This is an optimization exercise on Yosys and OpenROAD, whose aim is small area, not a production implementation. In this exercise RTL edits were held to simulation tests only and were not proved equivalent to the original. Power figures rest on the tool's default switching activity, not on a simulated workload.

// VM
module VM(one_yuan, ten_yuan, clk, rst, cancel, buy_g1, buy_g2, on, occupy, get_good, ret_coin, good1, good2, AN, seg_out, status, reset);
Settings: LEC_CHECK=0, ABC_AREA=1, CAP_MARGIN=20, CORE_MARGIN=2, CORE_UTILIZATION=60, SLEW_MARGIN=20; clock period 10.0 ns.
standard.sh (not shown) runs the stock make flow with config.mk's settings and CLKGATE_MAP_FILE= SYNTH_SCRIPT=/design/flow/synth_recipe.tcl, a recipe that flattens the netlist after the stock synthesis.
==> flow/flow/run.sh <==
#!/bin/bash
# Layout flow: the standard synthesis, then the combinational logic between
# the registers is mapped again by ABC for area (registers, their names and cell
# types are untouched), then the standard ORFS layout with the smallest port
# buffers and a clock tree built without dummy loads.
set -euo pipefail
W=$(pwd)
R=$W/orfs/results/$FLOW_PLATFORM/VM/base
L=$W/orfs/logs/$FLOW_PLATFORM/VM/base
LIB=$FLOW_HOME/platforms/sky130hd/lib/sky130_fd_sc_hd__tt_025C_1v80.lib

# 1. standard synthesis
bash standard.sh synth > $W/log_1_synth.log 2>&1

# 2. remap the combinational logic
cp $R/1_2_yosys.v $W/std_synth.v
python3 $W/flow/mkcells.py $LIB $W/std_synth.v $W/cells.v
DONTUSE=$(grep -o -- '-dont_use [A-Za-z0-9_]*' $L/1_2_yosys.log | sort -u | tr '\n' ' ')
cat > $W/resynth.ys <<EOT
read_verilog $W/cells.v
read_verilog $W/std_synth.v
hierarchy -top $FLOW_TOP
flatten
hierarchy -top $FLOW_TOP
rename -hide w:*.*
techmap
opt -fast
opt_clean -purge
stat -liberty $LIB
abc -liberty $LIB $DONTUSE -script $W/flow/abc.script
splitnets
opt_clean -purge
hilomap -singleton -hicell sky130_fd_sc_hd__conb_1 HI -locell sky130_fd_sc_hd__conb_1 LO
insbuf -buf sky130_fd_sc_hd__buf_4 A X
stat -liberty $LIB
check
write_verilog -noattr -noexpr -nohex -nodec $W/resynth.v
EOT
yosys -l $W/log_2_resynth.log $W/resynth.ys > /dev/null 2>&1
cp $W/resynth.v $R/1_2_yosys.v
rm -f $R/1_synth.odb $R/1_synth.sdc
touch $R/1_2_yosys.v

# 3. layout
bash standard.sh \
  "BUFFER_PORTS_ARGS=-buffer_cell sky130_fd_sc_hd__buf_1" \
  "CTS_ARGS=-sink_clustering_enable -repair_clock_nets -sink_clustering_size 100 -sink_clustering_max_diameter 500 -buf_list {sky130_fd_sc_hd__clkbuf_4 sky130_fd_sc_hd__clkbuf_8 sky130_fd_sc_hd__clkbuf_16} -dont_use_dummy_load" \
  finish > $W/log_3_layout.log 2>&1
Other scripts of this flow, unchanged in this note and not shown: flow/flow/abc.script, flow/flow/mkcells.py
Then changed:
--- a/flow/design.v
+++ b/flow/design.v
@@ -15,21 +15,21 @@
 output reg good2;
 output reg [7:0] AN;
 output reg [7:0] seg_out;
 output [3:0] status;
 localparam S_off=4'd0, S0=4'd1, S1=4'd2, S2=4'd3, S3=4'd4, S4=4'd5, S5=4'd6, S6=4'd7, S_wait=4'd8;
 reg [3:0] st;
 reg v;
 reg [2:0] s1, s2;         
 reg jam;                  
-reg pend, ptype;          
-reg op_start;
-reg [8:0] cnt;            
+reg [8:0] cnt;
+wire op_start = cnt[0];
+wire ptype = cnt[4];
 reg [7:0] amt;            
 reg ce;                   
 assign status = st;
 wire in_off = (st == S_off);
 wire in_s0 = (st == S0);
 wire in_s1 = (st == S1);
 wire in_s2 = (st == S2);
 wire in_s3 = (st == S3);
 wire in_s4 = (st == S4);
@@ -44,81 +44,76 @@
 wire s2z = (s2 == 0);
 wire ge5 = (|amt[7:3]) | (amt[2] & (amt[1] | amt[0]));
 wire ge10 = (|amt[7:4]) | (amt[3] & (amt[2] | amt[1]));
 wire ok1 = ge5 & ~s1z;
 wire ok2 = ge10 & ~s2z;
 wire done = cnt[8] & cnt[7] & cnt[5] & cnt[4] & cnt[3] & cnt[1] & cnt[0];
 wire [8:0] cnt_step = {cnt[7:0], ~(cnt[8] ^ cnt[3])};
 wire buy1 = ~jam & buy_g1 & (in_s2 | in_s4);
 wire buy2 = ~jam & buy_g2 & (in_s3 | in_s4);
+wire pend = (in_s5 & ~v) | (in_s6 & v);
 reg [3:0] nst;
 reg nv;
 always @* begin
   nst = st;
   nv = 1'b1;
   case (st)
     S_off: begin nst = rst ? S0 : S_off; nv = 1'b0; end
     S0: begin
       if (op_start) begin nst = S1; nv = 1'b0; end
       else if (!rst) nst = S_off;
     end
     S1: begin
-      if (!rst || cancel) nst = S6;
+      if (!rst || cancel) begin nst = S6; nv = 1'b0; end
       else if (ok1 && ok2) nst = S4;
       else if (ok1) nst = S2;
       else if (ok2) nst = S3;
     end
     S2: begin
-      if (cancel) nst = S6;
+      if (cancel) begin nst = S6; nv = buy1; end
       else if (buy1) begin nst = S5; nv = 1'b0; end
-      else if (!rst) nst = S6;
+      else if (!rst) begin nst = S6; nv = 1'b0; end
       else if (ok2) nst = S4;
     end
     S3: begin
-      if (cancel) nst = S6;
+      if (cancel) begin nst = S6; nv = buy2; end
       else if (buy2) begin nst = S5; nv = 1'b0; end
-      else if (!rst) nst = S6;
+      else if (!rst) begin nst = S6; nv = 1'b0; end
     end
     S4: begin
-      if (cancel) nst = S6;
+      if (cancel) begin nst = S6; nv = buy1 | buy2; end
       else if (buy1 || buy2) begin nst = S5; nv = 1'b0; end
-      else if (!rst) nst = S6;
+      else if (!rst) begin nst = S6; nv = 1'b0; end
     end
     S5: if (!buy_g1 || !buy_g2) begin nst = S_wait; nv = 1'b0; end
     S6: nst = S_wait;
     S_wait: if (done) nst = v ? S0 : S1;
              else nv = v;
     default: ;
   endcase
 end
 always @(posedge clk) begin
   if (reset) begin
     st <= S_off;
     v <= 1'b0;
     s1 <= 3'd5;
     s2 <= 3'd5;
     jam <= 1'b0;
-    pend <= 1'b0;
-    ptype <= 1'b0;
-    op_start <= 1'b0;
     cnt <= 9'd238;
     good1 <= 1'b0;
     good2 <= 1'b0;
   end else begin
     st <= nst;
     v <= nv;
     s1 <= s1 - buy1;
     s2 <= s2 - buy2;
     if ((buy1 || buy2) && cancel) jam <= 1'b1;
-    pend <= buy1 | buy2;
-    ptype <= buy1;
-    op_start <= in_s0 & (op_start | (amt != 0));
-    cnt <= (in_w && !done) ? cnt_step : 9'd238;
+    cnt <= (in_w && !done) ? cnt_step : {4'b0111, buy1, 3'b111, in_s0 & (op_start | (amt != 0))};
     if (in_s2 || in_s4) good1 <= 1'b1;
     else if (in_w && !v && !done) good1 <= ok1;
     else if (!in_s5 && !in_w) good1 <= 1'b0;
     else if (in_w && v) good1 <= 1'b0;
     if (in_s3 || in_s4) good2 <= 1'b1;
     else if (in_w && !v && !done) good2 <= ok2;
     else if (!in_s5 && !in_w) good2 <= 1'b0;
     else if (in_w && v) good2 <= 1'b0;
   end
What happened: The new run went through all stages and came out clean. Synthesized cell count goes up by 2.6%. Via count goes up by 2.9%. Clock power stays flat. Fmax goes down by 4.8%. Critical path depth does not change. Worst setup slack is worse by 0.37 ns. Wire length goes up by 3.1%. Register-to-register slack is better by 1.2 ns. Design area goes down by 0.53%. Sequential power goes down by 9.0%. Non-clock buffer count stays the same. First-iteration DRC count goes up by 48%. Clock-buffer cell count is unchanged. Power goes down by 8.9%.

==> static timing again, ports no longer ideal <==
The flow's constraints put no driver on any port. The routed layouts listed below were extracted and timed again, unchanged, in two steps. Step 1 (the two cells are an assumption about what drives the block):
set clk [get_ports {clk}]
set_driving_cell -lib_cell sky130_fd_sc_hd__clkbuf_16 $clk
set_driving_cell -lib_cell sky130_fd_sc_hd__buf_2 [delete_from_list [all_inputs] $clk]
Step 2 also shifts input and output timing later by t, the mid clock arrival at the registers, as if the neighbouring blocks saw the same clock. Slacks: ideal / step 1 / step 2; pairs: ideal / step 1.
run	t, ns	setup WS [ns]	worst setup path at the end	latest minus earliest clock arrival (ns)	worst register clock-pin slew, ns
the first run	0.331	2.574 / 2.551 / 2.551	input to output	0.008 / 0.009	0.09 / 0.09
the second run	0.325	2.199 / 2.178 / 2.178	input to output	0.023 / 0.023	0.10 / 0.10
After both steps setup and hold are still met in every run listed. The setup slack of the first run, which loses most, moves by -0.023 ns with the drivers and by -0.023 ns with both steps.
